From an optimization exercise on the open Yosys and OpenROAD flow, aimed at small area and a short achievable clock period; shortcuts taken in it are not production practice.
The RTL was checked by simulation tests, not by an equivalence proof against the original design.
No activity file was given, so power comes from the tool's default toggle rates.

File: flow/config.mk
export PLATFORM = sky130hd
export DESIGN_NAME = piped_wallace_mult
export DESIGN_NICKNAME = piped_wallace_mult
export VERILOG_FILES = /design/flow/design.v
export SDC_FILE = /design/flow/constraint.sdc
export NUM_CORES = 4
export LEC_CHECK = 0
export CAP_MARGIN = 20
export CORE_MARGIN = 2
export CORE_UTILIZATION = 40
export SETUP_SLACK_MARGIN = 0.5
export SLEW_MARGIN = 20
export SYNTH_HIERARCHICAL = 1
export SYNTH_MINIMUM_KEEP_SIZE = 0
File: flow/constraint.sdc
create_clock -name core_clock -period 2.8 [get_ports {clock}]
set_input_delay 0.5600 -clock core_clock [delete_from_list [all_inputs] [get_ports {clock}]]
set_output_delay 0.5600 -clock core_clock [all_outputs]
set_load 0.01 [all_outputs]
File: flow/design.v
module piped_wallace_mult(
    input wire clock, reset,
    input wire [15:0] x, y,
    output reg [31:0] prod
);
    reg [59:0] r1;
    reg [101:0] r2;
    reg [61:0] r3;
    reg v1, v2;
    wire g1 = x[1] & x[0];
    wire q2 = x[1] ^ x[0];
    wire g3 = x[2] & x[1];
    wire q4 = x[2] ^ x[1];
    wire g5 = x[3] & x[2];
    wire q6 = x[3] ^ x[2];
    wire g7 = x[4] & x[3];
    wire q8 = x[4] ^ x[3];
    wire g9 = x[5] & x[4];
    wire q10 = x[5] ^ x[4];
    wire g11 = x[6] & x[5];
    wire q12 = x[6] ^ x[5];
    wire g13 = x[7] & x[6];
    wire q14 = x[7] ^ x[6];
    wire g15 = x[8] & x[7];
    wire q16 = x[8] ^ x[7];
    wire g17 = x[9] & x[8];
    wire q18 = x[9] ^ x[8];
    wire g19 = x[10] & x[9];
    wire q20 = x[10] ^ x[9];
    wire g21 = x[11] & x[10];
    wire q22 = x[11] ^ x[10];
    wire g23 = x[12] & x[11];
    wire q24 = x[12] ^ x[11];
    wire g25 = x[13] & x[12];
    wire q26 = x[13] ^ x[12];
    wire g27 = x[14] & x[13];
    wire q28 = x[14] ^ x[13];
    wire g29 = x[15] & x[14];
    wire q30 = x[15] ^ x[14];
    wire t31, u32;
    pfx i33 (.gh(g5), .ph(q6), .gl(g3), .pl(q4), .g(t31), .p(u32));
    wire t34, u35;
    pfx i36 (.gh(g9), .ph(q10), .gl(g7), .pl(q8), .g(t34), .p(u35));
    wire t37, u38;
    pfx i39 (.gh(g13), .ph(q14), .gl(g11), .pl(q12), .g(t37), .p(u38));
    wire t40, u41;
    pfx i42 (.gh(g17), .ph(q18), .gl(g15), .pl(q16), .g(t40), .p(u41));
    wire t43, u44;
    pfx i45 (.gh(g21), .ph(q22), .gl(g19), .pl(q20), .g(t43), .p(u44));
    wire t46, u47;
    pfx i48 (.gh(g25), .ph(q26), .gl(g23), .pl(q24), .g(t46), .p(u47));
    wire t49, u50;
    pfx i51 (.gh(g29), .ph(q30), .gl(g27), .pl(q28), .g(t49), .p(u50));
    wire t52;
    pfx_g i53 (.gh(g3), .ph(q4), .gl(g1), .g(t52));
    wire t54;
    pfx_g i55 (.gh(t31), .ph(u32), .gl(g1), .g(t54));
    wire t56, u57;
    pfx i58 (.gh(g11), .ph(q12), .gl(t34), .pl(u35), .g(t56), .p(u57));
    wire t59, u60;
    pfx i61 (.gh(t37), .ph(u38), .gl(t34), .pl(u35), .g(t59), .p(u60));
    wire t62, u63;
    pfx i64 (.gh(g19), .ph(q20), .gl(t40), .pl(u41), .g(t62), .p(u63));
    wire t65, u66;
    pfx i67 (.gh(t43), .ph(u44), .gl(t40), .pl(u41), .g(t65), .p(u66));
    wire t68, u69;
    pfx i70 (.gh(g27), .ph(q28), .gl(t46), .pl(u47), .g(t68), .p(u69));
    wire t71, u72;
    pfx i73 (.gh(t49), .ph(u50), .gl(t46), .pl(u47), .g(t71), .p(u72));
    wire t74;
    pfx_g i75 (.gh(g7), .ph(q8), .gl(t54), .g(t74));
    wire t76;
    pfx_g i77 (.gh(t34), .ph(u35), .gl(t54), .g(t76));
    wire t78;
    pfx_g i79 (.gh(t56), .ph(u57), .gl(t54), .g(t78));
    wire t80;
    pfx_g i81 (.gh(t59), .ph(u60), .gl(t54), .g(t80));
    wire t82, u83;
    pfx i84 (.gh(g23), .ph(q24), .gl(t65), .pl(u66), .g(t82), .p(u83));
    wire t85, u86;
    pfx i87 (.gh(t46), .ph(u47), .gl(t65), .pl(u66), .g(t85), .p(u86));
    wire t88, u89;
    pfx i90 (.gh(t68), .ph(u69), .gl(t65), .pl(u66), .g(t88), .p(u89));
    wire t91, u92;
    pfx i93 (.gh(t71), .ph(u72), .gl(t65), .pl(u66), .g(t91), .p(u92));
    wire t94;
    pfx_g i95 (.gh(g15), .ph(q16), .gl(t80), .g(t94));
    wire t96;
    pfx_g i97 (.gh(t40), .ph(u41), .gl(t80), .g(t96));
    wire t98;
    pfx_g i99 (.gh(t62), .ph(u63), .gl(t80), .g(t98));
    wire t100;
    pfx_g i101 (.gh(t65), .ph(u66), .gl(t80), .g(t100));
    wire t102;
    pfx_g i103 (.gh(t82), .ph(u83), .gl(t80), .g(t102));
    wire t104;
    pfx_g i105 (.gh(t85), .ph(u86), .gl(t80), .g(t104));
    wire t106;
    pfx_g i107 (.gh(t88), .ph(u89), .gl(t80), .g(t106));
    wire t108;
    pfx_g i109 (.gh(t91), .ph(u92), .gl(t80), .g(t108));
    wire t110 = x[15] & t108;
    wire z111 = q4 ^ g1;
    wire z112 = q6 ^ t52;
    wire z113 = q8 ^ t54;
    wire z114 = q10 ^ t74;
    wire z115 = q12 ^ t76;
    wire z116 = q14 ^ t78;
    wire z117 = q16 ^ t80;
    wire z118 = q18 ^ t94;
    wire z119 = q20 ^ t96;
    wire z120 = q22 ^ t98;
    wire z121 = q24 ^ t100;
    wire z122 = q26 ^ t102;
    wire z123 = q28 ^ t104;
    wire z124 = q30 ^ t106;
    wire z125 = x[15] ^ t108;
    wire p126 = ((r1[33] & r1[0]) | (r1[35] & r1[0])) ^ r1[37];
    wire p127 = ((r1[33] & r1[1]) | (r1[34] & r1[0]) | (r1[35] & r1[16])) ^ r1[37];
    wire p128 = ((r1[33] & r1[2]) | (r1[34] & r1[1]) | (r1[35] & r1[17]) | (r1[36] & r1[0])) ^ r1[37];
    wire p129 = ((r1[33] & r1[3]) | (r1[34] & r1[2]) | (r1[35] & r1[18]) | (r1[36] & r1[1])) ^ r1[37];
    wire p130 = ((r1[33] & r1[4]) | (r1[34] & r1[3]) | (r1[35] & r1[19]) | (r1[36] & r1[2])) ^ r1[37];
    wire p131 = ((r1[33] & r1[5]) | (r1[34] & r1[4]) | (r1[35] & r1[20]) | (r1[36] & r1[3])) ^ r1[37];
    wire p132 = ((r1[33] & r1[6]) | (r1[34] & r1[5]) | (r1[35] & r1[21]) | (r1[36] & r1[4])) ^ r1[37];
    wire p133 = ((r1[33] & r1[7]) | (r1[34] & r1[6]) | (r1[35] & r1[22]) | (r1[36] & r1[5])) ^ r1[37];
    wire p134 = ((r1[33] & r1[8]) | (r1[34] & r1[7]) | (r1[35] & r1[23]) | (r1[36] & r1[6])) ^ r1[37];
    wire p135 = ((r1[33] & r1[9]) | (r1[34] & r1[8]) | (r1[35] & r1[24]) | (r1[36] & r1[7])) ^ r1[37];
    wire p136 = ((r1[33] & r1[10]) | (r1[34] & r1[9]) | (r1[35] & r1[25]) | (r1[36] & r1[8])) ^ r1[37];
    wire p137 = ((r1[33] & r1[11]) | (r1[34] & r1[10]) | (r1[35] & r1[26]) | (r1[36] & r1[9])) ^ r1[37];
    wire p138 = ((r1[33] & r1[12]) | (r1[34] & r1[11]) | (r1[35] & r1[27]) | (r1[36] & r1[10])) ^ r1[37];
    wire p139 = ((r1[33] & r1[13]) | (r1[34] & r1[12]) | (r1[35] & r1[28]) | (r1[36] & r1[11])) ^ r1[37];
    wire p140 = ((r1[33] & r1[14]) | (r1[34] & r1[13]) | (r1[35] & r1[29]) | (r1[36] & r1[12])) ^ r1[37];
    wire p141 = ((r1[33] & r1[15]) | (r1[34] & r1[14]) | (r1[35] & r1[30]) | (r1[36] & r1[13])) ^ r1[37];
    wire p142 = ((r1[34] & r1[15]) | (r1[35] & r1[31]) | (r1[36] & r1[14])) ^ r1[37];
    wire p143 = ((r1[35] & r1[32]) | (r1[36] & r1[15])) ^ r1[37];
    wire p144 = ((r1[38] & r1[0]) | (r1[40] & r1[0])) ^ r1[42];
    wire p145 = ((r1[38] & r1[1]) | (r1[39] & r1[0]) | (r1[40] & r1[16])) ^ r1[42];
    wire p146 = ((r1[38] & r1[2]) | (r1[39] & r1[1]) | (r1[40] & r1[17]) | (r1[41] & r1[0])) ^ r1[42];
    wire p147 = ((r1[38] & r1[3]) | (r1[39] & r1[2]) | (r1[40] & r1[18]) | (r1[41] & r1[1])) ^ r1[42];
    wire p148 = ((r1[38] & r1[4]) | (r1[39] & r1[3]) | (r1[40] & r1[19]) | (r1[41] & r1[2])) ^ r1[42];
    wire p149 = ((r1[38] & r1[5]) | (r1[39] & r1[4]) | (r1[40] & r1[20]) | (r1[41] & r1[3])) ^ r1[42];
    wire p150 = ((r1[38] & r1[6]) | (r1[39] & r1[5]) | (r1[40] & r1[21]) | (r1[41] & r1[4])) ^ r1[42];
    wire p151 = ((r1[38] & r1[7]) | (r1[39] & r1[6]) | (r1[40] & r1[22]) | (r1[41] & r1[5])) ^ r1[42];
    wire p152 = ((r1[38] & r1[8]) | (r1[39] & r1[7]) | (r1[40] & r1[23]) | (r1[41] & r1[6])) ^ r1[42];
    wire p153 = ((r1[38] & r1[9]) | (r1[39] & r1[8]) | (r1[40] & r1[24]) | (r1[41] & r1[7])) ^ r1[42];
    wire p154 = ((r1[38] & r1[10]) | (r1[39] & r1[9]) | (r1[40] & r1[25]) | (r1[41] & r1[8])) ^ r1[42];
    wire p155 = ((r1[38] & r1[11]) | (r1[39] & r1[10]) | (r1[40] & r1[26]) | (r1[41] & r1[9])) ^ r1[42];
    wire p156 = ((r1[38] & r1[12]) | (r1[39] & r1[11]) | (r1[40] & r1[27]) | (r1[41] & r1[10])) ^ r1[42];
    wire p157 = ((r1[38] & r1[13]) | (r1[39] & r1[12]) | (r1[40] & r1[28]) | (r1[41] & r1[11])) ^ r1[42];
    wire p158 = ((r1[38] & r1[14]) | (r1[39] & r1[13]) | (r1[40] & r1[29]) | (r1[41] & r1[12])) ^ r1[42];
    wire p159 = ((r1[38] & r1[15]) | (r1[39] & r1[14]) | (r1[40] & r1[30]) | (r1[41] & r1[13])) ^ r1[42];
    wire p160 = ((r1[39] & r1[15]) | (r1[40] & r1[31]) | (r1[41] & r1[14])) ^ r1[42];
    wire p161 = ((r1[40] & r1[32]) | (r1[41] & r1[15])) ^ r1[42];
    wire p162 = ((r1[43] & r1[0]) | (r1[45] & r1[0])) ^ r1[47];
    wire p163 = ((r1[43] & r1[1]) | (r1[44] & r1[0]) | (r1[45] & r1[16])) ^ r1[47];
    wire p164 = ((r1[43] & r1[2]) | (r1[44] & r1[1]) | (r1[45] & r1[17]) | (r1[46] & r1[0])) ^ r1[47];
    wire p165 = ((r1[43] & r1[3]) | (r1[44] & r1[2]) | (r1[45] & r1[18]) | (r1[46] & r1[1])) ^ r1[47];
    wire p166 = ((r1[43] & r1[4]) | (r1[44] & r1[3]) | (r1[45] & r1[19]) | (r1[46] & r1[2])) ^ r1[47];
    wire p167 = ((r1[43] & r1[5]) | (r1[44] & r1[4]) | (r1[45] & r1[20]) | (r1[46] & r1[3])) ^ r1[47];
    wire p168 = ((r1[43] & r1[6]) | (r1[44] & r1[5]) | (r1[45] & r1[21]) | (r1[46] & r1[4])) ^ r1[47];
    wire p169 = ((r1[43] & r1[7]) | (r1[44] & r1[6]) | (r1[45] & r1[22]) | (r1[46] & r1[5])) ^ r1[47];
    wire p170 = ((r1[43] & r1[8]) | (r1[44] & r1[7]) | (r1[45] & r1[23]) | (r1[46] & r1[6])) ^ r1[47];
    wire p171 = ((r1[43] & r1[9]) | (r1[44] & r1[8]) | (r1[45] & r1[24]) | (r1[46] & r1[7])) ^ r1[47];
    wire p172 = ((r1[43] & r1[10]) | (r1[44] & r1[9]) | (r1[45] & r1[25]) | (r1[46] & r1[8])) ^ r1[47];
    wire p173 = ((r1[43] & r1[11]) | (r1[44] & r1[10]) | (r1[45] & r1[26]) | (r1[46] & r1[9])) ^ r1[47];
    wire p174 = ((r1[43] & r1[12]) | (r1[44] & r1[11]) | (r1[45] & r1[27]) | (r1[46] & r1[10])) ^ r1[47];
    wire p175 = ((r1[43] & r1[13]) | (r1[44] & r1[12]) | (r1[45] & r1[28]) | (r1[46] & r1[11])) ^ r1[47];
    wire p176 = ((r1[43] & r1[14]) | (r1[44] & r1[13]) | (r1[45] & r1[29]) | (r1[46] & r1[12])) ^ r1[47];
    wire p177 = ((r1[43] & r1[15]) | (r1[44] & r1[14]) | (r1[45] & r1[30]) | (r1[46] & r1[13])) ^ r1[47];
    wire p178 = ((r1[44] & r1[15]) | (r1[45] & r1[31]) | (r1[46] & r1[14])) ^ r1[47];
    wire p179 = ((r1[45] & r1[32]) | (r1[46] & r1[15])) ^ r1[47];
    wire p180 = ((r1[48] & r1[0]) | (r1[50] & r1[0])) ^ r1[52];
    wire p181 = ((r1[48] & r1[1]) | (r1[49] & r1[0]) | (r1[50] & r1[16])) ^ r1[52];
    wire p182 = ((r1[48] & r1[2]) | (r1[49] & r1[1]) | (r1[50] & r1[17]) | (r1[51] & r1[0])) ^ r1[52];
    wire p183 = ((r1[48] & r1[3]) | (r1[49] & r1[2]) | (r1[50] & r1[18]) | (r1[51] & r1[1])) ^ r1[52];
    wire p184 = ((r1[48] & r1[4]) | (r1[49] & r1[3]) | (r1[50] & r1[19]) | (r1[51] & r1[2])) ^ r1[52];
    wire p185 = ((r1[48] & r1[5]) | (r1[49] & r1[4]) | (r1[50] & r1[20]) | (r1[51] & r1[3])) ^ r1[52];
    wire p186 = ((r1[48] & r1[6]) | (r1[49] & r1[5]) | (r1[50] & r1[21]) | (r1[51] & r1[4])) ^ r1[52];
    wire p187 = ((r1[48] & r1[7]) | (r1[49] & r1[6]) | (r1[50] & r1[22]) | (r1[51] & r1[5])) ^ r1[52];
    wire p188 = ((r1[48] & r1[8]) | (r1[49] & r1[7]) | (r1[50] & r1[23]) | (r1[51] & r1[6])) ^ r1[52];
    wire p189 = ((r1[48] & r1[9]) | (r1[49] & r1[8]) | (r1[50] & r1[24]) | (r1[51] & r1[7])) ^ r1[52];
    wire p190 = ((r1[48] & r1[10]) | (r1[49] & r1[9]) | (r1[50] & r1[25]) | (r1[51] & r1[8])) ^ r1[52];
    wire p191 = ((r1[48] & r1[11]) | (r1[49] & r1[10]) | (r1[50] & r1[26]) | (r1[51] & r1[9])) ^ r1[52];
    wire p192 = ((r1[48] & r1[12]) | (r1[49] & r1[11]) | (r1[50] & r1[27]) | (r1[51] & r1[10])) ^ r1[52];
    wire p193 = ((r1[48] & r1[13]) | (r1[49] & r1[12]) | (r1[50] & r1[28]) | (r1[51] & r1[11])) ^ r1[52];
    wire p194 = ((r1[48] & r1[14]) | (r1[49] & r1[13]) | (r1[50] & r1[29]) | (r1[51] & r1[12])) ^ r1[52];
    wire p195 = ((r1[48] & r1[15]) | (r1[49] & r1[14]) | (r1[50] & r1[30]) | (r1[51] & r1[13])) ^ r1[52];
    wire p196 = ((r1[49] & r1[15]) | (r1[50] & r1[31]) | (r1[51] & r1[14])) ^ r1[52];
    wire p197 = ((r1[50] & r1[32]) | (r1[51] & r1[15])) ^ r1[52];
    wire p198 = ((r1[53] & r1[0]) | (r1[55] & r1[0])) ^ r1[57];
    wire p199 = ((r1[53] & r1[1]) | (r1[54] & r1[0]) | (r1[55] & r1[16])) ^ r1[57];
    wire p200 = ((r1[53] & r1[2]) | (r1[54] & r1[1]) | (r1[55] & r1[17]) | (r1[56] & r1[0])) ^ r1[57];
    wire p201 = ((r1[53] & r1[3]) | (r1[54] & r1[2]) | (r1[55] & r1[18]) | (r1[56] & r1[1])) ^ r1[57];
    wire p202 = ((r1[53] & r1[4]) | (r1[54] & r1[3]) | (r1[55] & r1[19]) | (r1[56] & r1[2])) ^ r1[57];
    wire p203 = ((r1[53] & r1[5]) | (r1[54] & r1[4]) | (r1[55] & r1[20]) | (r1[56] & r1[3])) ^ r1[57];
    wire p204 = ((r1[53] & r1[6]) | (r1[54] & r1[5]) | (r1[55] & r1[21]) | (r1[56] & r1[4])) ^ r1[57];
    wire p205 = ((r1[53] & r1[7]) | (r1[54] & r1[6]) | (r1[55] & r1[22]) | (r1[56] & r1[5])) ^ r1[57];
    wire p206 = ((r1[53] & r1[8]) | (r1[54] & r1[7]) | (r1[55] & r1[23]) | (r1[56] & r1[6])) ^ r1[57];
    wire p207 = ((r1[53] & r1[9]) | (r1[54] & r1[8]) | (r1[55] & r1[24]) | (r1[56] & r1[7])) ^ r1[57];
    wire p208 = ((r1[53] & r1[10]) | (r1[54] & r1[9]) | (r1[55] & r1[25]) | (r1[56] & r1[8])) ^ r1[57];
    wire p209 = ((r1[53] & r1[11]) | (r1[54] & r1[10]) | (r1[55] & r1[26]) | (r1[56] & r1[9])) ^ r1[57];
    wire p210 = ((r1[53] & r1[12]) | (r1[54] & r1[11]) | (r1[55] & r1[27]) | (r1[56] & r1[10])) ^ r1[57];
    wire p211 = ((r1[53] & r1[13]) | (r1[54] & r1[12]) | (r1[55] & r1[28]) | (r1[56] & r1[11])) ^ r1[57];
    wire p212 = ((r1[53] & r1[14]) | (r1[54] & r1[13]) | (r1[55] & r1[29]) | (r1[56] & r1[12])) ^ r1[57];
    wire p213 = ((r1[53] & r1[15]) | (r1[54] & r1[14]) | (r1[55] & r1[30]) | (r1[56] & r1[13])) ^ r1[57];
    wire p214 = ((r1[54] & r1[15]) | (r1[55] & r1[31]) | (r1[56] & r1[14])) ^ r1[57];
    wire p215 = ((r1[55] & r1[32]) | (r1[56] & r1[15])) ^ r1[57];
    wire p216 = (r1[58] & r1[0]);
    wire p217 = (r1[58] & r1[1]) | (r1[59] & r1[0]);
    wire p218 = (r1[58] & r1[2]) | (r1[59] & r1[1]);
    wire p219 = (r1[58] & r1[3]) | (r1[59] & r1[2]);
    wire p220 = (r1[58] & r1[4]) | (r1[59] & r1[3]);
    wire p221 = (r1[58] & r1[5]) | (r1[59] & r1[4]);
    wire p222 = (r1[58] & r1[6]) | (r1[59] & r1[5]);
    wire p223 = (r1[58] & r1[7]) | (r1[59] & r1[6]);
    wire p224 = (r1[58] & r1[8]) | (r1[59] & r1[7]);
    wire p225 = (r1[58] & r1[9]) | (r1[59] & r1[8]);
    wire p226 = (r1[58] & r1[10]) | (r1[59] & r1[9]);
    wire p227 = (r1[58] & r1[11]) | (r1[59] & r1[10]);
    wire p228 = (r1[58] & r1[12]) | (r1[59] & r1[11]);
    wire p229 = (r1[58] & r1[13]) | (r1[59] & r1[12]);
    wire p230 = (r1[58] & r1[14]) | (r1[59] & r1[13]);
    wire p231 = (r1[58] & r1[15]) | (r1[59] & r1[14]);
    wire p232 = (r1[59] & r1[15]);
    wire p233 = ~r1[37];
    wire p234 = ~r1[42];
    wire p235 = ~r1[47];
    wire p236 = ~r1[52];
    wire p237 = ~r1[57];
    wire s238 = p135 ^ p150;
    wire c239 = p135 & p150;
    wire s240 = p136 ^ p151;
    wire c241 = p136 & p151;
    wire s242 = p137 ^ p152;
    wire c243 = p137 & p152;
    wire s244 = p138 ^ p153 ^ p168;
    wire c245 = (p138 & p153) | (p138 & p168) | (p153 & p168);
    wire s246 = p183 ^ p198;
    wire c247 = p183 & p198;
    wire s248 = p139 ^ p154 ^ p169;
    wire c249 = (p139 & p154) | (p139 & p169) | (p154 & p169);
    wire s250 = p184 ^ p199;
    wire c251 = p184 & p199;
    wire s252 = p140 ^ p155 ^ p170;
    wire c253 = (p140 & p155) | (p140 & p170) | (p155 & p170);
    wire s254 = p185 ^ p200;
    wire c255 = p185 & p200;
    wire s256 = p141 ^ p156 ^ p171;
    wire c257 = (p141 & p156) | (p141 & p171) | (p156 & p171);
    wire s258 = p186 ^ p201 ^ p216;
    wire c259 = (p186 & p201) | (p186 & p216) | (p201 & p216);
    wire s260 = p142 ^ p157 ^ p172;
    wire c261 = (p142 & p157) | (p142 & p172) | (p157 & p172);
    wire s262 = p187 ^ p202 ^ p217;
    wire c263 = (p187 & p202) | (p187 & p217) | (p202 & p217);
    wire s264 = p143 ^ p158 ^ p173;
    wire c265 = (p143 & p158) | (p143 & p173) | (p158 & p173);
    wire s266 = p188 ^ p203 ^ p218;
    wire c267 = (p188 & p203) | (p188 & p218) | (p203 & p218);
    wire s268 = p159 ^ p174 ^ p189;
    wire c269 = (p159 & p174) | (p159 & p189) | (p174 & p189);
    wire s270 = p204 ^ p219 ^ r1[37];
    wire c271 = (p204 & p219) | (p204 & r1[37]) | (p219 & r1[37]);
    wire s272 = p160 ^ p175 ^ p190;
    wire c273 = (p160 & p175) | (p160 & p190) | (p175 & p190);
    wire s274 = p205 ^ p220 ^ r1[37];
    wire c275 = (p205 & p220) | (p205 & r1[37]) | (p220 & r1[37]);
    wire s276 = p161 ^ p176 ^ p191;
    wire c277 = (p161 & p176) | (p161 & p191) | (p176 & p191);
    wire s278 = p206 ^ p221 ^ r1[37];
    wire c279 = (p206 & p221) | (p206 & r1[37]) | (p221 & r1[37]);
    wire s280 = p177 ^ p192 ^ p207;
    wire c281 = (p177 & p192) | (p177 & p207) | (p192 & p207);
    wire s282 = p222 ^ p233 ^ p234;
    wire c283 = (p222 & p233) | (p222 & p234) | (p233 & p234);
    wire s284 = p178 ^ p193 ^ p208;
    wire c285 = (p178 & p193) | (p178 & p208) | (p193 & p208);
    wire s286 = p223 ^ 1'b1;
    wire c287 = p223 & 1'b1;
    wire s288 = p179 ^ p194 ^ p209;
    wire c289 = (p179 & p194) | (p179 & p209) | (p194 & p209);
    wire s290 = p224 ^ 1'b1;
    wire c291 = p224 & 1'b1;
    wire s292 = p195 ^ p210 ^ p225;
    wire c293 = (p195 & p210) | (p195 & p225) | (p210 & p225);
    wire s294 = p196 ^ p211;
    wire c295 = p196 & p211;
    wire s296 = p197 ^ p212;
    wire c297 = p197 & p212;
    wire s298 = r2[11] ^ r2[12];
    wire c299 = r2[11] & r2[12];
    wire s300 = r2[15] ^ r2[16];
    wire c301 = r2[15] & r2[16];
    wire s302 = r2[18] ^ r2[19];
    wire c303 = r2[18] & r2[19];
    wire s304 = r2[21] ^ r2[22] ^ r2[23];
    wire c305 = (r2[21] & r2[22]) | (r2[21] & r2[23]) | (r2[22] & r2[23]);
    wire s306 = r2[25] ^ r2[26] ^ r2[27];
    wire c307 = (r2[25] & r2[26]) | (r2[25] & r2[27]) | (r2[26] & r2[27]);
    wire s308 = r2[29] ^ r2[30] ^ r2[31];
    wire c309 = (r2[29] & r2[30]) | (r2[29] & r2[31]) | (r2[30] & r2[31]);
    wire s310 = r2[33] ^ r2[34] ^ r2[35];
    wire c311 = (r2[33] & r2[34]) | (r2[33] & r2[35]) | (r2[34] & r2[35]);
    wire s312 = r2[37] ^ r2[38] ^ r2[39];
    wire c313 = (r2[37] & r2[38]) | (r2[37] & r2[39]) | (r2[38] & r2[39]);
    wire s314 = r2[41] ^ r2[42] ^ r2[43];
    wire c315 = (r2[41] & r2[42]) | (r2[41] & r2[43]) | (r2[42] & r2[43]);
    wire s316 = r2[45] ^ r2[46] ^ r2[47];
    wire c317 = (r2[45] & r2[46]) | (r2[45] & r2[47]) | (r2[46] & r2[47]);
    wire s318 = r2[49] ^ r2[50] ^ r2[51];
    wire c319 = (r2[49] & r2[50]) | (r2[49] & r2[51]) | (r2[50] & r2[51]);
    wire s320 = r2[53] ^ r2[54] ^ r2[55];
    wire c321 = (r2[53] & r2[54]) | (r2[53] & r2[55]) | (r2[54] & r2[55]);
    wire s322 = r2[57] ^ r2[58] ^ r2[59];
    wire c323 = (r2[57] & r2[58]) | (r2[57] & r2[59]) | (r2[58] & r2[59]);
    wire s324 = r2[61] ^ r2[62] ^ r2[63];
    wire c325 = (r2[61] & r2[62]) | (r2[61] & r2[63]) | (r2[62] & r2[63]);
    wire s326 = r2[65] ^ r2[66] ^ r2[67];
    wire c327 = (r2[65] & r2[66]) | (r2[65] & r2[67]) | (r2[66] & r2[67]);
    wire s328 = r2[69] ^ r2[70] ^ r2[71];
    wire c329 = (r2[69] & r2[70]) | (r2[69] & r2[71]) | (r2[70] & r2[71]);
    wire s330 = r2[73] ^ r2[74] ^ r2[75];
    wire c331 = (r2[73] & r2[74]) | (r2[73] & r2[75]) | (r2[74] & r2[75]);
    wire s332 = r2[77] ^ r2[78] ^ r2[79];
    wire c333 = (r2[77] & r2[78]) | (r2[77] & r2[79]) | (r2[78] & r2[79]);
    wire s334 = r2[81] ^ r2[82] ^ r2[83];
    wire c335 = (r2[81] & r2[82]) | (r2[81] & r2[83]) | (r2[82] & r2[83]);
    wire s336 = r2[85] ^ r2[86] ^ r2[87];
    wire c337 = (r2[85] & r2[86]) | (r2[85] & r2[87]) | (r2[86] & r2[87]);
    wire s338 = r2[88] ^ r2[89] ^ r2[90];
    wire c339 = (r2[88] & r2[89]) | (r2[88] & r2[90]) | (r2[89] & r2[90]);
    wire s340 = r2[91] ^ r2[92] ^ r2[93];
    wire c341 = (r2[91] & r2[92]) | (r2[91] & r2[93]) | (r2[92] & r2[93]);
    wire s342 = r2[95] ^ r2[96];
    wire c343 = r2[95] & r2[96];
    wire s344 = r2[97] ^ r2[98];
    wire c345 = r2[97] & r2[98];
    wire s346 = r2[4] ^ r2[5];
    wire c347 = r2[4] & r2[5];
    wire s348 = r2[7] ^ r2[8];
    wire c349 = r2[7] & r2[8];
    wire s350 = r2[9] ^ r2[10];
    wire c351 = r2[9] & r2[10];
    wire s352 = s298 ^ r2[13] ^ r2[14];
    wire c353 = (s298 & r2[13]) | (s298 & r2[14]) | (r2[13] & r2[14]);
    wire s354 = c299 ^ s300 ^ r2[17];
    wire c355 = (c299 & s300) | (c299 & r2[17]) | (s300 & r2[17]);
    wire s356 = c301 ^ s302 ^ r2[20];
    wire c357 = (c301 & s302) | (c301 & r2[20]) | (s302 & r2[20]);
    wire s358 = c303 ^ s304 ^ r2[24];
    wire c359 = (c303 & s304) | (c303 & r2[24]) | (s304 & r2[24]);
    wire s360 = c305 ^ s306 ^ r2[28];
    wire c361 = (c305 & s306) | (c305 & r2[28]) | (s306 & r2[28]);
    wire s362 = c307 ^ s308 ^ r2[32];
    wire c363 = (c307 & s308) | (c307 & r2[32]) | (s308 & r2[32]);
    wire s364 = c309 ^ s310 ^ r2[36];
    wire c365 = (c309 & s310) | (c309 & r2[36]) | (s310 & r2[36]);
    wire s366 = c311 ^ s312 ^ r2[40];
    wire c367 = (c311 & s312) | (c311 & r2[40]) | (s312 & r2[40]);
    wire s368 = c313 ^ s314 ^ r2[44];
    wire c369 = (c313 & s314) | (c313 & r2[44]) | (s314 & r2[44]);
    wire s370 = c315 ^ s316 ^ r2[48];
    wire c371 = (c315 & s316) | (c315 & r2[48]) | (s316 & r2[48]);
    wire s372 = c317 ^ s318 ^ r2[52];
    wire c373 = (c317 & s318) | (c317 & r2[52]) | (s318 & r2[52]);
    wire s374 = c319 ^ s320 ^ r2[56];
    wire c375 = (c319 & s320) | (c319 & r2[56]) | (s320 & r2[56]);
    wire s376 = c321 ^ s322 ^ r2[60];
    wire c377 = (c321 & s322) | (c321 & r2[60]) | (s322 & r2[60]);
    wire s378 = c323 ^ s324 ^ r2[64];
    wire c379 = (c323 & s324) | (c323 & r2[64]) | (s324 & r2[64]);
    wire s380 = c325 ^ s326 ^ r2[68];
    wire c381 = (c325 & s326) | (c325 & r2[68]) | (s326 & r2[68]);
    wire s382 = c327 ^ s328 ^ r2[72];
    wire c383 = (c327 & s328) | (c327 & r2[72]) | (s328 & r2[72]);
    wire s384 = c329 ^ s330 ^ r2[76];
    wire c385 = (c329 & s330) | (c329 & r2[76]) | (s330 & r2[76]);
    wire s386 = c331 ^ s332 ^ r2[80];
    wire c387 = (c331 & s332) | (c331 & r2[80]) | (s332 & r2[80]);
    wire s388 = c333 ^ s334 ^ r2[84];
    wire c389 = (c333 & s334) | (c333 & r2[84]) | (s334 & r2[84]);
    wire s390 = c335 ^ s336 ^ 1'b1;
    wire c391 = (c335 & s336) | (c335 & 1'b1) | (s336 & 1'b1);
    wire s392 = c337 ^ s338 ^ 1'b1;
    wire c393 = (c337 & s338) | (c337 & 1'b1) | (s338 & 1'b1);
    wire s394 = c339 ^ s340 ^ r2[94];
    wire c395 = (c339 & s340) | (c339 & r2[94]) | (s340 & r2[94]);
    wire s396 = c341 ^ s342 ^ 1'b1;
    wire c397 = (c341 & s342) | (c341 & 1'b1) | (s342 & 1'b1);
    wire s398 = c343 ^ s344 ^ 1'b1;
    wire c399 = (c343 & s344) | (c343 & 1'b1) | (s344 & 1'b1);
    wire s400 = c345 ^ r2[99] ^ r2[100];
    wire c401 = (c345 & r2[99]) | (c345 & r2[100]) | (r2[99] & r2[100]);
    wire s402 = r2[101] ^ 1'b1;
    wire c403 = r2[101] & 1'b1;
    wire t404 = r3[2] & r3[0];
    wire u405 = r3[5] & r3[3];
    wire t406, u407;
    pfx i408 (.gh(r3[8]), .ph(r3[9]), .gl(r3[6]), .pl(r3[7]), .g(t406), .p(u407));
    wire t409, u410;
    pfx i411 (.gh(r3[12]), .ph(r3[13]), .gl(r3[10]), .pl(r3[11]), .g(t409), .p(u410));
    wire t412, u413;
    pfx i414 (.gh(r3[16]), .ph(r3[17]), .gl(r3[14]), .pl(r3[15]), .g(t412), .p(u413));
    wire t415, u416;
    pfx i417 (.gh(r3[20]), .ph(r3[21]), .gl(r3[18]), .pl(r3[19]), .g(t415), .p(u416));
    wire t418, u419;
    pfx i420 (.gh(r3[24]), .ph(r3[25]), .gl(r3[22]), .pl(r3[23]), .g(t418), .p(u419));
    wire t421, u422;
    pfx i423 (.gh(r3[28]), .ph(r3[29]), .gl(r3[26]), .pl(r3[27]), .g(t421), .p(u422));
    wire t424, u425;
    pfx i426 (.gh(r3[32]), .ph(r3[33]), .gl(r3[30]), .pl(r3[31]), .g(t424), .p(u425));
    wire t427, u428;
    pfx i429 (.gh(r3[36]), .ph(r3[37]), .gl(r3[34]), .pl(r3[35]), .g(t427), .p(u428));
    wire t430, u431;
    pfx i432 (.gh(r3[40]), .ph(r3[41]), .gl(r3[38]), .pl(r3[39]), .g(t430), .p(u431));
    wire t433, u434;
    pfx i435 (.gh(r3[44]), .ph(r3[45]), .gl(r3[42]), .pl(r3[43]), .g(t433), .p(u434));
    wire t436, u437;
    pfx i438 (.gh(r3[48]), .ph(r3[49]), .gl(r3[46]), .pl(r3[47]), .g(t436), .p(u437));
    wire t439, u440;
    pfx i441 (.gh(r3[52]), .ph(r3[53]), .gl(r3[50]), .pl(r3[51]), .g(t439), .p(u440));
    wire t442, u443;
    pfx i444 (.gh(r3[56]), .ph(r3[57]), .gl(r3[54]), .pl(r3[55]), .g(t442), .p(u443));
    wire t445 = r3[3] & t404;
    wire t446;
    pfx_g i447 (.gh(r3[4]), .ph(u405), .gl(t404), .g(t446));
    wire t448, u449;
    pfx i450 (.gh(r3[10]), .ph(r3[11]), .gl(t406), .pl(u407), .g(t448), .p(u449));
    wire t451, u452;
    pfx i453 (.gh(t409), .ph(u410), .gl(t406), .pl(u407), .g(t451), .p(u452));
    wire t454, u455;
    pfx i456 (.gh(r3[18]), .ph(r3[19]), .gl(t412), .pl(u413), .g(t454), .p(u455));
    wire t457, u458;
    pfx i459 (.gh(t415), .ph(u416), .gl(t412), .pl(u413), .g(t457), .p(u458));
    wire t460, u461;
    pfx i462 (.gh(r3[26]), .ph(r3[27]), .gl(t418), .pl(u419), .g(t460), .p(u461));
    wire t463, u464;
    pfx i465 (.gh(t421), .ph(u422), .gl(t418), .pl(u419), .g(t463), .p(u464));
    wire t466, u467;
    pfx i468 (.gh(r3[34]), .ph(r3[35]), .gl(t424), .pl(u425), .g(t466), .p(u467));
    wire t469, u470;
    pfx i471 (.gh(t427), .ph(u428), .gl(t424), .pl(u425), .g(t469), .p(u470));
    wire t472, u473;
    pfx i474 (.gh(r3[42]), .ph(r3[43]), .gl(t430), .pl(u431), .g(t472), .p(u473));
    wire t475, u476;
    pfx i477 (.gh(t433), .ph(u434), .gl(t430), .pl(u431), .g(t475), .p(u476));
    wire t478, u479;
    pfx i480 (.gh(r3[50]), .ph(r3[51]), .gl(t436), .pl(u437), .g(t478), .p(u479));
    wire t481, u482;
    pfx i483 (.gh(t439), .ph(u440), .gl(t436), .pl(u437), .g(t481), .p(u482));
    wire t484, u485;
    pfx i486 (.gh(r3[58]), .ph(r3[59]), .gl(t442), .pl(u443), .g(t484), .p(u485));
    wire t487;
    pfx_g i488 (.gh(r3[6]), .ph(r3[7]), .gl(t446), .g(t487));
    wire t489;
    pfx_g i490 (.gh(t406), .ph(u407), .gl(t446), .g(t489));
    wire t491;
    pfx_g i492 (.gh(t448), .ph(u449), .gl(t446), .g(t491));
    wire t493;
    pfx_g i494 (.gh(t451), .ph(u452), .gl(t446), .g(t493));
    wire t495, u496;
    pfx i497 (.gh(r3[22]), .ph(r3[23]), .gl(t457), .pl(u458), .g(t495), .p(u496));
    wire t498, u499;
    pfx i500 (.gh(t418), .ph(u419), .gl(t457), .pl(u458), .g(t498), .p(u499));
    wire t501, u502;
    pfx i503 (.gh(t460), .ph(u461), .gl(t457), .pl(u458), .g(t501), .p(u502));
    wire t504, u505;
    pfx i506 (.gh(t463), .ph(u464), .gl(t457), .pl(u458), .g(t504), .p(u505));
    wire t507, u508;
    pfx i509 (.gh(r3[38]), .ph(r3[39]), .gl(t469), .pl(u470), .g(t507), .p(u508));
    wire t510, u511;
    pfx i512 (.gh(t430), .ph(u431), .gl(t469), .pl(u470), .g(t510), .p(u511));
    wire t513, u514;
    pfx i515 (.gh(t472), .ph(u473), .gl(t469), .pl(u470), .g(t513), .p(u514));
    wire t516, u517;
    pfx i518 (.gh(t475), .ph(u476), .gl(t469), .pl(u470), .g(t516), .p(u517));
    wire t519, u520;
    pfx i521 (.gh(r3[54]), .ph(r3[55]), .gl(t481), .pl(u482), .g(t519), .p(u520));
    wire t522, u523;
    pfx i524 (.gh(t442), .ph(u443), .gl(t481), .pl(u482), .g(t522), .p(u523));
    wire t525, u526;
    pfx i527 (.gh(t484), .ph(u485), .gl(t481), .pl(u482), .g(t525), .p(u526));
    wire t528;
    pfx_g i529 (.gh(r3[14]), .ph(r3[15]), .gl(t493), .g(t528));
    wire t530;
    pfx_g i531 (.gh(t412), .ph(u413), .gl(t493), .g(t530));
    wire t532;
    pfx_g i533 (.gh(t454), .ph(u455), .gl(t493), .g(t532));
    wire t534;
    pfx_g i535 (.gh(t457), .ph(u458), .gl(t493), .g(t534));
    wire t536;
    pfx_g i537 (.gh(t495), .ph(u496), .gl(t493), .g(t536));
    wire t538;
    pfx_g i539 (.gh(t498), .ph(u499), .gl(t493), .g(t538));
    wire t540;
    pfx_g i541 (.gh(t501), .ph(u502), .gl(t493), .g(t540));
    wire t542;
    pfx_g i543 (.gh(t504), .ph(u505), .gl(t493), .g(t542));
    wire t544, u545;
    pfx i546 (.gh(r3[46]), .ph(r3[47]), .gl(t516), .pl(u517), .g(t544), .p(u545));
    wire t547, u548;
    pfx i549 (.gh(t436), .ph(u437), .gl(t516), .pl(u517), .g(t547), .p(u548));
    wire t550, u551;
    pfx i552 (.gh(t478), .ph(u479), .gl(t516), .pl(u517), .g(t550), .p(u551));
    wire t553, u554;
    pfx i555 (.gh(t481), .ph(u482), .gl(t516), .pl(u517), .g(t553), .p(u554));
    wire t556, u557;
    pfx i558 (.gh(t519), .ph(u520), .gl(t516), .pl(u517), .g(t556), .p(u557));
    wire t559, u560;
    pfx i561 (.gh(t522), .ph(u523), .gl(t516), .pl(u517), .g(t559), .p(u560));
    wire t562, u563;
    pfx i564 (.gh(t525), .ph(u526), .gl(t516), .pl(u517), .g(t562), .p(u563));
    wire t565;
    pfx_g i566 (.gh(r3[30]), .ph(r3[31]), .gl(t542), .g(t565));
    wire t567;
    pfx_g i568 (.gh(t424), .ph(u425), .gl(t542), .g(t567));
    wire t569;
    pfx_g i570 (.gh(t466), .ph(u467), .gl(t542), .g(t569));
    wire t571;
    pfx_g i572 (.gh(t469), .ph(u470), .gl(t542), .g(t571));
    wire t573;
    pfx_g i574 (.gh(t507), .ph(u508), .gl(t542), .g(t573));
    wire t575;
    pfx_g i576 (.gh(t510), .ph(u511), .gl(t542), .g(t575));
    wire t577;
    pfx_g i578 (.gh(t513), .ph(u514), .gl(t542), .g(t577));
    wire t579;
    pfx_g i580 (.gh(t516), .ph(u517), .gl(t542), .g(t579));
    wire t581;
    pfx_g i582 (.gh(t544), .ph(u545), .gl(t542), .g(t581));
    wire t583;
    pfx_g i584 (.gh(t547), .ph(u548), .gl(t542), .g(t583));
    wire t585;
    pfx_g i586 (.gh(t550), .ph(u551), .gl(t542), .g(t585));
    wire t587;
    pfx_g i588 (.gh(t553), .ph(u554), .gl(t542), .g(t587));
    wire t589;
    pfx_g i590 (.gh(t556), .ph(u557), .gl(t542), .g(t589));
    wire t591;
    pfx_g i592 (.gh(t559), .ph(u560), .gl(t542), .g(t591));
    wire t593;
    pfx_g i594 (.gh(t562), .ph(u563), .gl(t542), .g(t593));
    wire z595 = r3[2] ^ r3[0];
    wire z596 = r3[3] ^ t404;
    wire z597 = r3[5] ^ t445;
    wire z598 = r3[7] ^ t446;
    wire z599 = r3[9] ^ t487;
    wire z600 = r3[11] ^ t489;
    wire z601 = r3[13] ^ t491;
    wire z602 = r3[15] ^ t493;
    wire z603 = r3[17] ^ t528;
    wire z604 = r3[19] ^ t530;
    wire z605 = r3[21] ^ t532;
    wire z606 = r3[23] ^ t534;
    wire z607 = r3[25] ^ t536;
    wire z608 = r3[27] ^ t538;
    wire z609 = r3[29] ^ t540;
    wire z610 = r3[31] ^ t542;
    wire z611 = r3[33] ^ t565;
    wire z612 = r3[35] ^ t567;
    wire z613 = r3[37] ^ t569;
    wire z614 = r3[39] ^ t571;
    wire z615 = r3[41] ^ t573;
    wire z616 = r3[43] ^ t575;
    wire z617 = r3[45] ^ t577;
    wire z618 = r3[47] ^ t579;
    wire z619 = r3[49] ^ t581;
    wire z620 = r3[51] ^ t583;
    wire z621 = r3[53] ^ t585;
    wire z622 = r3[55] ^ t587;
    wire z623 = r3[57] ^ t589;
    wire z624 = r3[59] ^ t591;
    wire z625 = r3[61] ^ t593;
    wire [31:0] result = {z625, z624, z623, z622, z621, z620, z619, z618, z617, z616, z615, z614, z613, z612, z611, z610, z609, z608, z607, z606, z605, z604, z603, z602, z601, z600, z599, z598, z597, z596, z595, r3[1]};
    always @(posedge clock) begin
        r1 <= {(y[14] & y[15]), (y[14] & ~y[15]) | (~y[14] & y[15]), y[14], (y[11] & y[12] & y[13] & ~y[14]) | (~y[11] & ~y[12] & ~y[13] & y[14]), (y[11] & ~y[12] & y[13] & ~y[14]) | (~y[11] & y[12] & y[13] & ~y[14]) | (y[11] & ~y[12] & ~y[13] & y[14]) | (~y[11] & y[12] & ~y[13] & y[14]), (y[11] & y[12] & ~y[13] & ~y[14]) | (~y[11] & ~y[12] & y[13] & ~y[14]) | (y[11] & y[12] & ~y[13] & y[14]) | (~y[11] & ~y[12] & y[13] & y[14]), (y[11] & ~y[12] & ~y[13] & ~y[14]) | (~y[11] & y[12] & ~y[13] & ~y[14]) | (y[11] & ~y[12] & y[13] & y[14]) | (~y[11] & y[12] & y[13] & y[14]), y[11], (y[8] & y[9] & y[10] & ~y[11]) | (~y[8] & ~y[9] & ~y[10] & y[11]), (y[8] & ~y[9] & y[10] & ~y[11]) | (~y[8] & y[9] & y[10] & ~y[11]) | (y[8] & ~y[9] & ~y[10] & y[11]) | (~y[8] & y[9] & ~y[10] & y[11]), (y[8] & y[9] & ~y[10] & ~y[11]) | (~y[8] & ~y[9] & y[10] & ~y[11]) | (y[8] & y[9] & ~y[10] & y[11]) | (~y[8] & ~y[9] & y[10] & y[11]), (y[8] & ~y[9] & ~y[10] & ~y[11]) | (~y[8] & y[9] & ~y[10] & ~y[11]) | (y[8] & ~y[9] & y[10] & y[11]) | (~y[8] & y[9] & y[10] & y[11]), y[8], (y[5] & y[6] & y[7] & ~y[8]) | (~y[5] & ~y[6] & ~y[7] & y[8]), (y[5] & ~y[6] & y[7] & ~y[8]) | (~y[5] & y[6] & y[7] & ~y[8]) | (y[5] & ~y[6] & ~y[7] & y[8]) | (~y[5] & y[6] & ~y[7] & y[8]), (y[5] & y[6] & ~y[7] & ~y[8]) | (~y[5] & ~y[6] & y[7] & ~y[8]) | (y[5] & y[6] & ~y[7] & y[8]) | (~y[5] & ~y[6] & y[7] & y[8]), (y[5] & ~y[6] & ~y[7] & ~y[8]) | (~y[5] & y[6] & ~y[7] & ~y[8]) | (y[5] & ~y[6] & y[7] & y[8]) | (~y[5] & y[6] & y[7] & y[8]), y[5], (y[2] & y[3] & y[4] & ~y[5]) | (~y[2] & ~y[3] & ~y[4] & y[5]), (y[2] & ~y[3] & y[4] & ~y[5]) | (~y[2] & y[3] & y[4] & ~y[5]) | (y[2] & ~y[3] & ~y[4] & y[5]) | (~y[2] & y[3] & ~y[4] & y[5]), (y[2] & y[3] & ~y[4] & ~y[5]) | (~y[2] & ~y[3] & y[4] & ~y[5]) | (y[2] & y[3] & ~y[4] & y[5]) | (~y[2] & ~y[3] & y[4] & y[5]), (y[2] & ~y[3] & ~y[4] & ~y[5]) | (~y[2] & y[3] & ~y[4] & ~y[5]) | (y[2] & ~y[3] & y[4] & y[5]) | (~y[2] & y[3] & y[4] & y[5]), y[2], (~y[0] & ~y[1] & y[2]), (y[0] & y[1] & ~y[2]) | (y[0] & ~y[1] & y[2]), (~y[0] & y[1] & ~y[2]) | (~y[0] & y[1] & y[2]), (y[0] & ~y[1] & ~y[2]) | (y[0] & y[1] & y[2]), t110, z125, z124, z123, z122, z121, z120, z119, z118, z117, z116, z115, z114, z113, z112, z111, q2, x[15], x[14], x[13], x[12], x[11], x[10], x[9], x[8], x[7], x[6], x[5], x[4], x[3], x[2], x[1], x[0]};
        r2 <= {p232, p237, p231, p230, p215, p229, p214, p236, p228, p213, c297, p227, s296, c295, p226, s294, c293, p235, s292, c291, c289, s290, s288, c287, c285, s286, s284, c283, c281, s282, s280, c279, c277, s278, s276, c275, c273, s274, s272, c271, c269, s270, s268, c267, c265, s266, s264, c263, c261, s262, s260, c259, c257, s258, s256, c255, c253, s254, s252, c251, c249, s250, s248, c247, c245, r1[57], s246, s244, c243, p182, p167, s242, c241, p181, p166, s240, c239, r1[52], p180, p165, s238, p164, p149, p134, p163, p148, p133, r1[47], p162, p147, p132, p146, p131, p145, p130, r1[42], p144, p129, p128, p127, r1[37], p126};
    end
    always @(posedge clock or posedge reset)
        if (reset) begin
            v1 <= 1'b0; v2 <= 1'b0; r3 <= 62'd0; prod <= 32'd0;
        end else begin
            v1 <= 1'b1; v2 <= v1;
            r3 <= v2 ? {c401 ^ s402, c401 & s402, c399 ^ s400, c399 & s400, c397 ^ s398, c397 & s398, c395 ^ s396, c395 & s396, c393 ^ s394, c393 & s394, c391 ^ s392, c391 & s392, c389 ^ s390, c389 & s390, c387 ^ s388, c387 & s388, c385 ^ s386, c385 & s386, c383 ^ s384, c383 & s384, c381 ^ s382, c381 & s382, c379 ^ s380, c379 & s380, c377 ^ s378, c377 & s378, c375 ^ s376, c375 & s376, c373 ^ s374, c373 & s374, c371 ^ s372, c371 & s372, c369 ^ s370, c369 & s370, c367 ^ s368, c367 & s368, c365 ^ s366, c365 & s366, c363 ^ s364, c363 & s364, c361 ^ s362, c361 & s362, c359 ^ s360, c359 & s360, c357 ^ s358, c357 & s358, c355 ^ s356, c355 & s356, c353 ^ s354, c353 & s354, c351 ^ s352, c351 & s352, c349 ^ s350, c349 & s350, c347 ^ s348, c347 & s348, s346 ^ r2[6], s346 & r2[6], r2[3], r2[2], r2[0] ^ r2[1], r2[0] & r2[1]} : 62'd0;
            prod <= result;
        end
endmodule
module pfx(input wire gh, ph, gl, pl, output wire g, p);
    assign g = gh | (ph & gl);
    assign p = ph & pl;
endmodule
module pfx_g(input wire gh, ph, gl, output wire g);
    assign g = gh | (ph & gl);
endmodule
File: flow/run.sh
#!/bin/bash
# synth_recipe.tcl (not shown) runs the flow's synth.tcl, then flattens the netlist and writes it again
# the make line also repeats each setting of config.mk as NAME=value (left out here)
make -C /OpenROAD-flow-scripts/flow DESIGN_CONFIG=/design/flow/config.mk WORK_HOME=/design/flow/orfs CLKGATE_MAP_FILE= SYNTH_SCRIPT=/design/flow/synth_recipe.tcl finish
==> metrics.md, run 1 <==
| Metric | Value |
|---|---|
| Outcome | `finished clean` |
| Via count of the first global-routing pass | `8202` |
| Core ar. | `33300 um^2` |
| Quantity of I/O buffers inserted on ports | `65` |
| Final Max Tran Viols | `0` |
| Total wirelength of the detailed-routed design | `27.2 mm` |
| GRT overflow | `0` |
| Overall die area | `35100 um^2` |
| Commonest cells in the synthesized netlist | `162 x sky130_fd_sc_hd__dfxtp_1, 126 x sky130_fd_sc_hd__and2_1, 103 x sky130_fd_sc_hd__a21o_1, 100 x sky130_fd_sc_hd__xnor2_1, 95 x sky130_fd_sc_hd__dfrtp_1` |
| Max-cap violations | `0` |
| Kind of end point of the critical path | `flop` |
| Gate Count Post-Synth | `1111` |
| Clock buffers created by TritonCTS | `27` |
| Die Span X | `187 um` |
| Max stage delay cell, worst path | `sky130_fd_sc_hd__clkdlybuf4s50_1` |
| Worst-path clk slew | `0.06 ns` |
| Post-synthesis cell area | `13400 um^2` |
| Post-Synthesis Net Count | `1273` |
| Area taken by multi-input logic gates | `7000 um^2` |
| Fraction of final layout cells sized beyond drive strength 1 | `0.133` |
| Final Wtd Congestion | `0.854` |
| Placement-stage cell area | `14300 um^2` |
| First-pass GRT wire length | `45.6 mm` |
| Number of gates resized after CTS | `0` |
| Vias per cell | `4.96` |
| Post-synthesis sequential element count | `257` |
| Layout Utilization | `0.459` |
| Leading area contributor after synthesis | `sky130_fd_sc_hd__dfxtp_1` |
| Register cell area after layout | `5620 um^2` |
| Synthesized area per cell | `12.1 um^2` |
| Std cell rows | `67` |
| Estimated wirelength of the detail-placed design | `20.5 mm` |
| Required time worst endpoint | `3.21 ns` |
| Worst R2R Setup Slack | `0.76 ns` |
| Unrepaired setup endpoints after global routing | `false` |
| Share of synthesized flip-flops with an asynchronous set or reset | `0.370` |
| Largest net degree at the start of global routing | `62` |
| Total of endpoints with negative setup slack in the final report | `0` |
| Top FF cell, synth | `sky130_fd_sc_hd__dfxtp_1` |
| First DRT Iteration DRCs | `623` |
| Number of antenna violations at the first check in global routing | `0` |
| Crit-path cells | `clkdlybuf4s50_1 > ha_1 > and2_1 > a21o_1 > a21o_1 > a21o_1 > ha_1` |
| Cell family contributing the most delay on the critical path | `compound AO/OA/AOI/OAI gates` |
| Critical Path Fanout Max | `9` |
| Hold crit path type | `flop to flop` |
| Worst-skew pair later-pin latency | `0.53 ns` |
| Leakage power | `7.21 nW` |
| N_diodes | `0` |
| Total routing resource utilization after global routing | `0.159` |
| Residual DRC count | `0` |
| Fraction of post-synthesis cell area in the top cell type by area | `0.241` |
| Count of flip-flops with a built-in enable after synthesis | `0` |
| Worst ir drop on vdd | `428 uV` |
| Clock Root Buffer | `sky130_fd_sc_hd__clkbuf_16` |
| Slew of the pin with the lowest slew margin | `0.955 ns` |
| Number of H-tree levels | `1` |
| Number of nets in the finished design | `1318` |
| Routed vias | `8047` |
| Worst clock skew on the final layout | `0.0210 ns` |
| Number of setup buffers added after CTS | `0` |
| Hold-fix buffers at CTS | `0` |
| Final hold viol count | `0` |
| I/O Pins | `66` |
| Yosys warning count | `7` |
| Total non-filler cell area in the finished layout | `15300 um^2` |
| Ratio of final minimum period to clock period | `0.750` |
| Antenna-violating nets left | `0` |
| Number of detailed-route iterations in the first pass | `6` |
| Initial core utilization | `0.404` |
| CP Launch Type | `primary input` |
| Area overhead of the layout relative to synthesis | `13.7%` |
| Power after layout | `13.7 mW` |
| Most repeated library cell on the critical path | `sky130_fd_sc_hd__a21o_1` |
| Distinct cell type count of the synthesized netlist | `29` |
| Total negative setup slack | `0 ns` |
| Buffering stage count on the worst path with inverters included | `1` |
| Area contributors post-synth | `sky130_fd_sc_hd__dfxtp_1 24%, sky130_fd_sc_hd__dfrtp_1 18%, sky130_fd_sc_hd__fa_1 8.9%, sky130_fd_sc_hd__a221oi_2 6.9%, sky130_fd_sc_hd__xnor2_1 6.5%` |
| Critical path's largest stage delay | `0.46 ns` |
| Classification of the worst setup path | `primary input to flop` |
| Clock sinks | `257` |
| Maximum clock path buffer count | `3` |
| Power per unit of standard cell area | `894 nW/um^2` |
| Routed wire per std cell | `16.7 um` |
| Max Fclk | `0.476 GHz` |
| Die height | `187 um` |
| Most frequently used cell type in the post-synthesis netlist | `sky130_fd_sc_hd__dfxtp_1` |
| Fill cells | `3044` |
| Sequential cell area fraction in the yosys report | `0.418` |
| Min cycle time layout | `2.10 ns` |
| CP Data Arrival Time | `2.51 ns` |
| Clock tree from TritonCTS | `built` |
| Worst rel slew slack | `0.363` |
[per-stage QoR]
stage          hold WS (ns)  cells  setup slack (ns)
2_1_floorplan         0.326   1111             0.773
3_3_place_gp          0.333   1575             0.172
3_5_place_dp          0.335   1575             0.158
4_1_cts               0.349   1624             0.702
5_1_grt               0.369   1624             0.568
6_report              0.347   1624             0.699
[cells in the final DEF (no fill, tap or decap), types with 60 or more instances in the layout]
| cell type | n |
|---|---|
| sky130_fd_sc_hd__clkdlybuf4s50_1 | 65 |
| sky130_fd_sc_hd__dfxtp_1 | 162 |
| sky130_fd_sc_hd__and2_1 | 126 |
| sky130_fd_sc_hd__xnor2_1 | 100 |
| sky130_fd_sc_hd__fa_1 | 60 |
| sky130_fd_sc_hd__a21o_1 | 103 |
| sky130_fd_sc_hd__a22o_1 | 72 |
| sky130_fd_sc_hd__dfrtp_1 | 95 |
| sky130_fd_sc_hd__ha_1 | 68 |
| sky130_fd_sc_hd__a221oi_2 | 62 |
[metal layers]
layer | up-vias | global-route usage | wire length [um]
li1 | 3964 | - | -
met1 | 3835 | 0.238 | 13700
met2 | 214 | 0.238 | 11600
met3 | 34 | 0.0251 | 1470
met4 | 0 | 0.0406 | 491
met5 | - | 0 | 0
[worst paths after layout]
path / start / end / depth (start not counted)
hold / removal: v1$_DFF_PP0_ / v2$_DFF_PP0_ / 0
setup / recovery: x[1] / r1[31]$_DFF_P_ / 7
setup reg to reg: r1[7]$_DFF_P_ / r2[43]$_DFF_P_ / 4
max in group asynchronous: reset / prod[15]$_DFF_PP0_ / 3
min in group asynchronous: reset / prod[2]$_DFF_PP0_ / 2
hold reg to reg: v1$_DFF_PP0_ / v2$_DFF_PP0_ / 0
[per-module statistics from Yosys (local to each module, per instance)]
module | flip-flops and latches | cells inside
piped_wallace_mult | 257 | 947
pfx | 0 | 2
pfx_g | 0 | 1
[cell type report]
class / instances / area share
Sequential cell: 257 / 0.368
Clock inverter: 8 / 0.00508
Clock buffer: 41 / 0.0565
Timing Repair Buffer: 104 / 0.0626
Multi-Input combinational cell: 715 / 0.458
Tap cell: 448 / 0.0367
Inverter: 51 / 0.0128
[power breakdown]
part / total (mW) / leakage [nW] / switching, mW / internal, mW
logic: 4.63 / 4.15 / 2.14 / 2.48
clock network: 3.61 / 0.468 / 1.39 / 2.22
registers: 5.42 / 2.59 / 0.742 / 4.68
total: 13.7 / 7.21 / 4.28 / 9.38
[cells by family after synthesis]
group,after synthesis,synth area share
other cells,1,0.000279
buf+inv,139,0.0606
flops,257,0.418
xor+xnor,143,0.0932
compound gates,282,0.202
fa+ha+maj,128,0.153
simple gates,161,0.0732
[sequential cells by signal, summed over array words and instances, names as in the netlist]
register	flops
r2	102
prod	32
v2	1
v1	1
r1	60
r3	61
==> run 2, diff against run 1 <==
--- a/flow/config.mk
+++ b/flow/config.mk
@@ -8,7 +8,7 @@
 export CAP_MARGIN = 20
 export CORE_MARGIN = 2
 export CORE_UTILIZATION = 40
-export SETUP_SLACK_MARGIN = 0.5
+export SETUP_SLACK_MARGIN = 0.7
 export SLEW_MARGIN = 20
 export SYNTH_HIERARCHICAL = 1
 export SYNTH_MINIMUM_KEEP_SIZE = 0
==> run 2 against run 1 <==
- synthesized cell count is the same
- core utilization is essentially flat
- sequential share of layout area barely moved
- critical path type unchanged
- highest routed layer unchanged
==> metrics.md, run 2 <==
| Metric | Value |
|---|---|
| Clock tree from TritonCTS | `built` |
| Outcome | `finished clean` |
| Final Wtd Congestion | `0.854` |
| Routed vias | `8073` |
| Top library cells by usage in the layout, fill and taps aside | `162 x sky130_fd_sc_hd__dfxtp_1, 126 x sky130_fd_sc_hd__and2_1, 101 x sky130_fd_sc_hd__a21o_1` |
| Clock buffers created by TritonCTS | `27` |
| Number of H-tree levels | `1` |
| Commonest cells in the synthesized netlist | `162 x sky130_fd_sc_hd__dfxtp_1, 126 x sky130_fd_sc_hd__and2_1, 103 x sky130_fd_sc_hd__a21o_1, 100 x sky130_fd_sc_hd__xnor2_1, 95 x sky130_fd_sc_hd__dfrtp_1` |
| Power after layout | `13.7 mW` |
| Number of flip-flops in the largest register | `102` |
| Final Max Tran Viols | `0` |
| Hold crit path type | `flop to flop` |
| Antenna-violating nets left | `0` |
| Top FF cell, synth | `sky130_fd_sc_hd__dfxtp_1` |
| Area overhead of the layout relative to synthesis | `13.7%` |
| Setup WS post-layout | `0.752 ns` |
| Yosys warning count | `7` |
| Post-synthesis sequential element count | `257` |
| Core ar. | `33300 um^2` |
| Register cell area after layout | `5620 um^2` |
| Worst rel slew slack | `0.345` |
| Post-Synthesis Net Count | `1273` |
| Register with the highest flop count | `r2` |
| Area taken by multi-input logic gates | `7010 um^2` |
| I/O Pins | `66` |
| Gate Count Post-Synth | `1111` |
| Vias per cell | `4.97` |
| Cell family contributing the most delay on the critical path | `compound AO/OA/AOI/OAI gates` |
| CP Launch Type | `primary input` |
| Largest net degree at the start of global routing | `62` |
| Kind of end point of the critical path | `flop` |
| Fraction of final layout cells sized beyond drive strength 1 | `0.134` |
| Leakage power | `7.21 nW` |
| Ratio of final minimum period to clock period | `0.731` |
| Area contributors post-synth | `sky130_fd_sc_hd__dfxtp_1 24%, sky130_fd_sc_hd__dfrtp_1 18%, sky130_fd_sc_hd__fa_1 8.9%, sky130_fd_sc_hd__a221oi_2 6.9%, sky130_fd_sc_hd__xnor2_1 6.5%` |
| Die height | `187 um` |
| Via count of the first global-routing pass | `8202` |
| Total negative setup slack | `0 ns` |
| Sequential cell area fraction in the yosys report | `0.418` |
| Worst-path clk slew | `0.06 ns` |
| Quantity of I/O buffers inserted on ports | `65` |
| Most frequently used cell type in the post-synthesis netlist | `sky130_fd_sc_hd__dfxtp_1` |
| Critical Path Fanout Max | `9` |
| Total wirelength of the detailed-routed design | `27.3 mm` |
| Worst ir drop on vdd | `427 uV` |
| Regs by FF count | `r2 x102, r3 x61, r1 x60` |
| Number of antenna violations at the first check in global routing | `0` |
| Max stage delay cell, worst path | `sky130_fd_sc_hd__clkdlybuf4s50_1` |
| Number of detailed-route iterations in the first pass | `6` |
| Die Span X | `187 um` |
| First DRT Iteration DRCs | `669` |
| Residual DRC count | `0` |
| Estimated wirelength of the detail-placed design | `20.5 mm` |
| Minimum setup slack after placement | `0.158 ns` |
| GRT overflow | `0` |
| Fill cells | `3044` |
| Total of endpoints with negative setup slack in the final report | `0` |
| Worst clock skew on the final layout | `0.0209 ns` |
| Total routing resource utilization after global routing | `0.159` |
| Clock sinks | `257` |
| Power per unit of standard cell area | `894 nW/um^2` |
| Critical path's largest stage delay | `0.45 ns` |
| Most common library cell in the layout ignoring fill and taps | `sky130_fd_sc_hd__dfxtp_1` |
| Unrepaired setup endpoints after global routing | `false` |
| Min cycle time layout | `2.05 ns` |
| Final hold viol count | `0` |
| Crit-path cells | `clkdlybuf4s50_1 > ha_1 > and2_1 > a21o_1 > a21o_4 > a21o_1 > ha_1` |
| Max-cap violations | `0` |
| Std cell rows | `67` |
| Placement-stage cell area | `14300 um^2` |
| Slew of the pin with the lowest slew margin | `0.981 ns` |
| Required time worst endpoint | `3.21 ns` |
| Number of nets in the finished design | `1318` |
| Max Fclk | `0.488 GHz` |
| Post-synthesis cell area | `13400 um^2` |
| Initial core utilization | `0.404` |
| N_diodes | `0` |
| CP Data Arrival Time | `2.46 ns` |
| Leading area contributor after synthesis | `sky130_fd_sc_hd__dfxtp_1` |
| Share of synthesized flip-flops with an asynchronous set or reset | `0.370` |
| First-pass GRT wire length | `45.6 mm` |
| Overall die area | `35100 um^2` |
| Distinct cell type count of the synthesized netlist | `29` |
| Count of flip-flops with a built-in enable after synthesis | `0` |
| Classification of the worst setup path | `primary input to flop` |
| Fraction of post-synthesis cell area in the top cell type by area | `0.241` |
| Routed wire per std cell | `16.8 um` |
| Maximum clock path buffer count | `3` |
| Final hold slack | `0.347 ns` |
| Buffering stage count on the worst path with inverters included | `1` |
| Worst-skew pair later-pin latency | `0.53 ns` |
| Total non-filler cell area in the finished layout | `15300 um^2` |
| Synthesized area per cell | `12.1 um^2` |
| Clock Root Buffer | `sky130_fd_sc_hd__clkbuf_16` |
-- run 2: layout make-up --
cell class	instances	share of cell area
clock buffers	41	0.0564
flip-flops and latches	257	0.368
clock inverters	8	0.00508
inverters	51	0.0128
well taps	448	0.0367
repair buffers	104	0.0626
multi-input cells	715	0.459
-- run 2: cells by family (layout without fill, tap and decap cells) --
logic type / after synthesis / count (layout) / share of synthesized area
adders and majority gates: 128 / 128 / 0.153
and+or+nand+nor: 161 / 161 / 0.0732
AOI/OAI and AO/OA: 282 / 282 / 0.202
other: 1 / 1 / 0.000279
buffers and inverters: 139 / 204 / 0.0606
xor gates and xnor gates: 143 / 143 / 0.0932
DFF: 257 / 257 / 0.418
-- run 2: per-stage QoR --
step | std cells | utilization
6_report | 1624 | 0.459
4_1_cts | 1624 | 0.459
3_5_place_dp | 1575 | 0.431
2_1_floorplan | 1111 | -
5_1_grt | 1624 | 0.459
3_3_place_gp | 1575 | 0.431
-- run 2: metal layers --
layer	vias to the layer above	wire length (um)	track usage
met3	39	1700	0.0251
met4	0	529	0.0406
met2	225	11500	0.238
met1	3850	13600	0.238
li1	3959	-	-
met5	-	0	0
-- run 2: path summary, 6_finish.rpt --
| kind | cells past startpoint | slack [ns] | start | endpoint |
|---|---|---|---|---|
| max reg2reg | 4 | 0.76 | r1[7]$_DFF_P_ | r2[43]$_DFF_P_ |
| min | 0 | 0.35 | v1$_DFF_PP0_ | v2$_DFF_PP0_ |
| min in group asynchronous | 2 | 0.46 | reset | prod[2]$_DFF_PP0_ |
| min reg2reg | 0 | 0.35 | v1$_DFF_PP0_ | v2$_DFF_PP0_ |
| max | 7 | 0.75 | x[3] | r1[31]$_DFF_P_ |
| max in group asynchronous | 3 | 1.70 | reset | prod[15]$_DFF_PP0_ |
-- run 2: modules after synthesis (local to each module, per instance) --
module	cell area [um^2]	cells inside	flip-flops and latches	copies in the design
pfx	13.8	2	0	61
piped_wallace_mult	12300	947	257	1
pfx_g	7.51	1	0	42
-- run 2: report_power, final --
group	switching [mW]	total (mW)	internal, mW
clock network	1.39	3.61	2.22
registers	0.742	5.42	4.68
logic	2.14	4.63	2.48
total	4.28	13.7	9.38
-- run 2: timing repair --
| action | in CTS | in global routing |
|---|---|---|
| resized for setup | 0 | 3 |
| setup endpoints to repair | 0 | 16 |
| hold buffers | 0 | 0 |
| buffers inserted | 0 | 0 |

==> static timing again, ports no longer ideal <==
Ports are ideal in the flow. The routed layouts listed here were re-timed in OpenROAD. Step 1 sets driving cells, clkbuf_16 on the clock port and buf_2 on the other inputs (assumed; they add their load-dependent delay and slew). Step 2 also shifts input and output timing later by t, the mid clock arrival at the registers, as if the neighbouring blocks saw the same clock. Slacks: no drivers / after step 1 / after step 2; pairs: no drivers / after step 1.
run	t, ns	slack for setup (ns)	clock arrival spread, ns
run 1	0.570	0.699 / 0.731 / 0.162	0.021 / 0.021
run 2	0.570	0.752 / 0.759 / 0.215	0.021 / 0.021
After both steps every run listed still meets setup and hold.
